This design comes from an exercise in tuning for small area, a short achievable clock period and few clock cycles on the open sky130 flow, not from production work.
Where RTL was checked, it was by simulation tests only, not by an equivalence proof against the original.
The clock input has no modelled driver; a real chip could not lean on it and would need a root buffer or a full tree.

==> fjord <==
## conv2d_3x3_lb
module conv2d_3x3_lb #(
    parameter MAX_W = 16
)(
    input         clk,
    input         reset,
    input         start,
    input  [7:0]  base_a,
    input  [7:0]  base_b,
    input  [7:0]  base_c,
    input  [4:0]  tile_w,    
    input  [4:0]  tile_h,    
    output reg    busy,
    output reg    done,
    output            a_en,
    output            a_we,          
    output reg  [7:0] a_addr,
    output      [31:0] a_di,         
    input       [31:0] a_dout,
    output            b_en,
    output            b_we,          
    output reg  [7:0] b_addr,
    output      [31:0] b_di,         
    input       [31:0] b_dout,
    output            c_en,
    output            c_we,
    output reg  [7:0] c_addr,
    output reg [31:0] c_di,
    input       [31:0] c_dout        
);
    assign a_we = 1'b0;
    assign b_we = 1'b0;
    assign a_di = 32'd0;
    assign b_di = 32'd0;
    reg        rd_en;       
    reg        wr_en;       
    assign a_en = rd_en;
    assign b_en = rd_en;
    assign c_en = wr_en;
    assign c_we = wr_en;
    reg  [1:0] kj, ki;      
    reg  [4:0] ox_left;     
    reg  [4:0] oy_left;     
    reg  [4:0] wr;          
    reg        f1, f2, f3;
    reg        l1, l2, l3;
    reg [31:0] A_r;                   
    reg [15:0] bneg, bone, btwo;      
    reg [31:0] p_s, p_c;              
    wire [31:0] nxt_s, nxt_c;
    wire [31:0] acc_next;             
    wire [32:0] bx = {b_dout, 1'b0};
    wire [15:0] enc_neg, enc_one, enc_two;
    genvar gi;
    generate for (gi = 0; gi < 16; gi = gi + 1) begin : benc
        assign enc_neg[gi] = bx[2*gi+2];
        assign enc_one[gi] = bx[2*gi+1] ^ bx[2*gi];
        assign enc_two[gi] = (bx[2*gi+2] & ~bx[2*gi+1] & ~bx[2*gi]) |
                             (~bx[2*gi+2] & bx[2*gi+1] & bx[2*gi]);
    end endgenerate
    wire       row_end = (ox_left == 5'd0);
    wire [7:0] a_step  = (kj != 2'd2) ? 8'd1 :
                         (ki != 2'd2) ? {3'd0, wr} - 8'd2 :
                         {2'b11, ~wr, 1'b1} + {6'd0, row_end, 1'b0};
  wire pp0_0 = (bone[0] & A_r[0]) ^ bneg[0];
  wire pp0_1 = ((bone[0] & A_r[1]) | (btwo[0] & A_r[0])) ^ bneg[0];
  wire pp0_2 = ((bone[0] & A_r[2]) | (btwo[0] & A_r[1])) ^ bneg[0];
  ...
export LEC_CHECK = 0
export CAP_MARGIN = 20
export CORE_MARGIN = 2
export CORE_UTILIZATION = 40
export SLEW_MARGIN = 20
export SYNTH_HIERARCHICAL = 1
export SYNTH_MINIMUM_KEEP_SIZE = 0
create_clock -name core_clock -period 15.0 [get_ports {clk}]
standard.sh (not shown) runs the stock make flow with config.mk's settings and CLKGATE_MAP_FILE= SYNTH_SCRIPT=/design/flow/synth_recipe.tcl, a recipe that flattens the netlist after the stock synthesis.
==> flow/flow/run.sh <==
#!/bin/bash
# Standard ORFS layout (the standard.sh, unchanged synthesis), with
# timing repair aimed well below the clock period, plain buffers on the ports
# instead of delay buffers, and a two-level clock tree (see post_cts.tcl).
set -euo pipefail
here=$(pwd)
bash standard.sh \
  SETUP_SLACK_MARGIN=11 \
  BUFFER_PORTS_ARGS="-buffer_cell sky130_fd_sc_hd__buf_2" \
  CTS_ARGS="-sink_clustering_enable -repair_clock_nets -sink_clustering_size 30 -sink_clustering_max_diameter 150 -dont_use_dummy_load" \
  POST_CTS_TCL="$here/flow/post_cts.tcl" \
  finish > standard.log 2>&1
==> flow/flow/post_cts.tcl <==
# Runs at the end of ORFS's CTS step (POST_CTS_TCL hook).
# TritonCTS builds a root buffer, H-tree buffers and leaf (sink cluster)
# buffers. This design has few registers, so the H-tree level is removed: the
# root buffer drives every leaf buffer directly. Every register's clock still
# comes through two clkbuf_16, with nearly the same latency for all of them.
set block [ord::get_db_block]
set clk_net [[$block findBTerm clk] getNet]
proc is_clkbuf {inst} {
  return [string match "sky130_fd_sc_hd__clkbuf_*" [[$inst getMaster] getName]]
}
set root ""
set leaves {}
set middles {}
foreach inst [$block getInsts] {
  if {![is_clkbuf $inst]} { continue }
  set out [[$inst findITerm X] getNet]
  set in [[$inst findITerm A] getNet]
  if {$out == "NULL" || $in == "NULL"} { continue }
  if {[$out getSigType] != "CLOCK"} { continue }
  if {[$in getName] == [$clk_net getName]} { set root $inst; continue }
  set drives_buf 0
  foreach it [$out getITerms] {
    if {[$it isInputSignal] && [is_clkbuf [$it getInst]]} { set drives_buf 1 }
  }
  if {$drives_buf} { lappend middles $inst } else { lappend leaves $inst }
}
puts "post_cts: root [expr {$root == "" ? "none" : [$root getName]}], [llength $middles] middle buffers, [llength $leaves] leaf buffers"
if {$root != "" && [llength $middles] >= 1 && [llength $leaves] <= 12} {
  set root_net [[$root findITerm X] getNet]
  foreach inst $leaves {
    set a [$inst findITerm A]
    $a disconnect
    $a connect $root_net
  }
  foreach inst $middles {
    set out [[$inst findITerm X] getNet]
    odb::dbInst_destroy $inst
    if {[llength [$out getITerms]] == 0} { odb::dbNet_destroy $out }
  }
  puts "post_cts: the root buffer now drives the leaf buffers directly"
  estimate_parasitics -placement
  repair_timing_helper
  detailed_placement
  check_placement -verbose
  report_clock_latency
}
==> inputs of yarrow, as changes to fjord <==
--- a/flow/design.v
+++ b/flow/design.v
@@ -1025,17 +1025,10 @@
   wire adG54 = ad_g[24] | (ad_p[24] & adG32);
   wire adG55 = ad_g[26] | (ad_p[26] & adG41);
   wire adG56 = ad_g[28] | (ad_p[28] & adG35);
   wire adG57 = ad_g[30] | (ad_p[30] & adG42);
   assign acc_next = ad_p ^ {adG57, adG42, adG56, adG35, adG55, adG41, adG54, adG32, adG53, adG40, adG52, adG34, adG51, adG39, adG50, adG29, adG49, adG38, adG48, adG33, adG47, adG37, adG46, adG25, adG45, adG36, adG44, adG17, adG43, adG1, ad_g[0], 1'b0};
-    wire go      = !busy && start;
-    wire win_end = (kj == 2'd2) && (ki == 2'd2);
-    always @(posedge clk) begin
-        a_addr <= go ? base_a : a_addr + a_step;
-        b_addr <= (go || win_end) ? base_b : b_addr + 8'd1;
-        c_addr <= go ? base_c : c_addr + {7'd0, wr_en};
-    end
     always @(posedge clk) begin
         A_r   <= a_dout;
         bneg  <= enc_neg;
         bone  <= enc_one;
         btwo  <= enc_two;
@@ -1053,38 +1046,48 @@
             rd_en <= 1'b0;
             wr_en <= 1'b0;
             l1 <= 1'b0; l2 <= 1'b0; l3 <= 1'b0;
         end else begin
             done  <= 1'b0;
-            l1    <= rd_en && win_end;
+            l1    <= rd_en && (kj == 2'd2) && (ki == 2'd2);
             l2    <= l1;
             l3    <= l2;
             wr_en <= l3;
             if (!busy) begin
                 if (start) begin
                     busy    <= 1'b1;
                     rd_en   <= 1'b1;
+                    a_addr  <= base_a;
+                    b_addr  <= base_b;
+                    c_addr  <= base_c;
                     kj      <= 2'd0;
                     ki      <= 2'd0;
                     ox_left <= tile_w - 5'd3;
                     oy_left <= tile_h - 5'd3;
                     wr      <= tile_w;
                 end
             end else begin
-                if (wr_en && !rd_en && !l3) begin
-                    busy <= 1'b0;
-                    done <= 1'b1;
+                if (wr_en) begin
+                    c_addr <= c_addr + 8'd1;
+                    if (!rd_en && !l3) begin
+                        busy <= 1'b0;
+                        done <= 1'b1;
+                    end
                 end
                 if (rd_en) begin
+                    a_addr <= a_addr + a_step;
                     if (kj != 2'd2) begin
                         kj     <= kj + 2'd1;
+                        b_addr <= b_addr + 8'd1;
                     end else if (ki != 2'd2) begin
                         kj     <= 2'd0;
                         ki     <= ki + 2'd1;
+                        b_addr <= b_addr + 8'd1;
                     end else begin
                         kj     <= 2'd0;
                         ki     <= 2'd0;
+                        b_addr <= base_b;
                         if (!row_end) begin
                             ox_left <= ox_left - 5'd1;
                         end else begin
                             ox_left <= wr - 5'd3;
                             if (oy_left == 5'd0)
==> flow/flow/run.sh (replaced) <==
#!/bin/bash
# Standard ORFS layout (the standard.sh, unchanged synthesis), with
# timing repair aimed well below the clock period, and plain buffers on the
# ports instead of delay buffers.
set -euo pipefail
bash standard.sh \
  SETUP_SLACK_MARGIN=11 \
  BUFFER_PORTS_ARGS="-buffer_cell sky130_fd_sc_hd__buf_2" \
  CTS_CLUSTER_SIZE=40 CTS_CLUSTER_DIAMETER=80 \
  finish > standard.log 2>&1
removed: flow/flow/post_cts.tcl
==> inputs of juniper, as changes to fjord <==
--- a/flow/design.v
+++ b/flow/design.v
@@ -908,24 +908,24 @@
   assign nxt_c[31] = hc450;
   wire [31:0] accm = c_di & {32{~f3}};
   wire [31:0] csa_s, csa_c;
   assign csa_c[0] = 1'b0;
   fa3 u_csa0 (accm[0], p_s[0], p_c[0], csa_s[0], csa_c[1]);
-  fa3 u_csa1 (accm[1], p_s[1], p_c[1], csa_s[1], csa_c[2]);
-  fa3 u_csa2 (accm[2], p_s[2], p_c[2], csa_s[2], csa_c[3]);
-  fa3 u_csa3 (accm[3], p_s[3], p_c[3], csa_s[3], csa_c[4]);
-  fa3 u_csa4 (accm[4], p_s[4], p_c[4], csa_s[4], csa_c[5]);
-  fa3 u_csa5 (accm[5], p_s[5], p_c[5], csa_s[5], csa_c[6]);
-  fa3 u_csa6 (accm[6], p_s[6], p_c[6], csa_s[6], csa_c[7]);
-  fa3 u_csa7 (accm[7], p_s[7], p_c[7], csa_s[7], csa_c[8]);
+  ha2 u_csa1 (accm[1], p_s[1], csa_s[1], csa_c[2]);
+  ha2 u_csa2 (accm[2], p_s[2], csa_s[2], csa_c[3]);
+  ha2 u_csa3 (accm[3], p_s[3], csa_s[3], csa_c[4]);
+  ha2 u_csa4 (accm[4], p_s[4], csa_s[4], csa_c[5]);
+  ha2 u_csa5 (accm[5], p_s[5], csa_s[5], csa_c[6]);
+  ha2 u_csa6 (accm[6], p_s[6], csa_s[6], csa_c[7]);
+  ha2 u_csa7 (accm[7], p_s[7], csa_s[7], csa_c[8]);
   fa3 u_csa8 (accm[8], p_s[8], p_c[8], csa_s[8], csa_c[9]);
-  fa3 u_csa9 (accm[9], p_s[9], p_c[9], csa_s[9], csa_c[10]);
-  fa3 u_csa10 (accm[10], p_s[10], p_c[10], csa_s[10], csa_c[11]);
+  ha2 u_csa9 (accm[9], p_s[9], csa_s[9], csa_c[10]);
+  ha2 u_csa10 (accm[10], p_s[10], csa_s[10], csa_c[11]);
   fa3 u_csa11 (accm[11], p_s[11], p_c[11], csa_s[11], csa_c[12]);
-  fa3 u_csa12 (accm[12], p_s[12], p_c[12], csa_s[12], csa_c[13]);
+  ha2 u_csa12 (accm[12], p_s[12], csa_s[12], csa_c[13]);
   fa3 u_csa13 (accm[13], p_s[13], p_c[13], csa_s[13], csa_c[14]);
-  fa3 u_csa14 (accm[14], p_s[14], p_c[14], csa_s[14], csa_c[15]);
+  ha2 u_csa14 (accm[14], p_s[14], csa_s[14], csa_c[15]);
   fa3 u_csa15 (accm[15], p_s[15], p_c[15], csa_s[15], csa_c[16]);
   fa3 u_csa16 (accm[16], p_s[16], p_c[16], csa_s[16], csa_c[17]);
   fa3 u_csa17 (accm[17], p_s[17], p_c[17], csa_s[17], csa_c[18]);
   fa3 u_csa18 (accm[18], p_s[18], p_c[18], csa_s[18], csa_c[19]);
   fa3 u_csa19 (accm[19], p_s[19], p_c[19], csa_s[19], csa_c[20]);
==> flow/flow/run.sh (replaced) <==
#!/bin/bash
# Standard ORFS layout (the standard.sh, unchanged synthesis), with
#  - timing repair aimed well below the clock period (SETUP_SLACK_MARGIN),
#  - plain buffers on the ports instead of delay buffers,
#  - one tie cell for the constant outputs,
#  - a two-level clock tree (see post_cts.tcl).
# Every tool's output is in standard.log and in orfs/logs/.
set -euo pipefail
here=$(pwd)
bash standard.sh \
  SETUP_SLACK_MARGIN=11 \
  BUFFER_PORTS_ARGS="-buffer_cell sky130_fd_sc_hd__buf_2" \
  SKIP_REPAIR_TIE_FANOUT=1 \
  CTS_ARGS="-sink_clustering_enable -repair_clock_nets -sink_clustering_size 30 -sink_clustering_max_diameter 150 -dont_use_dummy_load" \
  POST_CTS_TCL="$here/flow/post_cts.tcl" \
  finish > standard.log 2>&1
==> metrics.cfg <==
[outcome]
outcome = finished clean

[worst_setup_path]
cp_max_fo = 32

[yosys]
synthTopCellsByArea = fa_1 27%, dfxtp_1 21%, xnor2_1 14%
netlist_area_um2 = 18780
synth_xor_area_frac = 0.1721

[routing]
routed_wl_um = 54010

[power_and_ir_drop]
combPwrFrac = 0.738
total_power_w = 0.004813

[global_route]
use_met1 = 0.2916

[timing]
fin_worst_skew_ns = 0.05393

[layout]
diodes = 2

Source of the figures above: fjord

==> metrics.cfg <==
[outcome]
outcome = finished clean

[yosys]
synthTopCellsByArea = fa_1 27%, dfxtp_1 18%, xnor2_1 14%
synth_xor_area_frac = 0.1718
netlist_area_um2 = 18970

[worst_setup_path]
cp_max_fo = 3

[timing]
fin_worst_skew_ns = 0.02301

[power_and_ir_drop]
combPwrFrac = 0.707

Source of the figures above: yarrow

==> metrics.cfg <==
[worst_setup_path]
r2r-start = A_r[6]$_DFF_P_
cp_max_fo = 13

[yosys]
netlist_area_um2 = 18700
synthTopCellsByArea = fa_1 26%, dfxtp_1 21%, xnor2_1 14%
synth_xor_area_frac = 0.1728

[outcome]
outcome = finished clean

[power_and_ir_drop]
total_power_w = 0.004711
power.density_nw_per_um2 = 215.8

[layout]
diodes = 1

[timing]
fin_worst_skew_ns = 0.04420

[routing]
routed_wl_um = 54700

Source of the figures above: juniper

Testbench counts of juniper, summed over its fixed seeds: cycles 205,773.
The RTL of fjord and yarrow was laid out without a check of its function.

==> what the ideal ports hide <==
No port has a modelled driver above. Below, the same layouts with a new extraction and two added sets of constraints. Step 1 (the two cells are an assumption about what drives the block):
set clk [get_ports {clk}]
set_driving_cell -lib_cell sky130_fd_sc_hd__clkbuf_16 $clk
set_driving_cell -lib_cell sky130_fd_sc_hd__buf_2 [delete_from_list [all_inputs] $clk]
Step 2 moves the port delays by t, midway between the first and last clock arrival at a register: inputs arrive t later, outputs are due t later. That takes back most of the time a late clock gives input paths. Slacks: no drivers / after step 1 / after step 2; pairs: no drivers / after step 1.
run | shift t [ns] | setup WS [ns] | worst setup path at the end | latest minus earliest clock arrival (ns) | cell pins on the clock port's net
fjord | 0.465 | 11.006 / 11.006 / 10.674 | input to register | 0.054 / 0.054 | 1
yarrow | 0.581 | 10.870 / 10.813 / 10.769 | input to register | 0.028 / 0.027 | 1
juniper | 0.465 | 11.057 / 11.008 / 10.669 | input to register | 0.045 / 0.044 | 1
After both steps setup and hold are still met in every run listed. The setup slack of juniper, which loses most, moves by -0.049 ns with the drivers and by -0.388 ns with both steps.
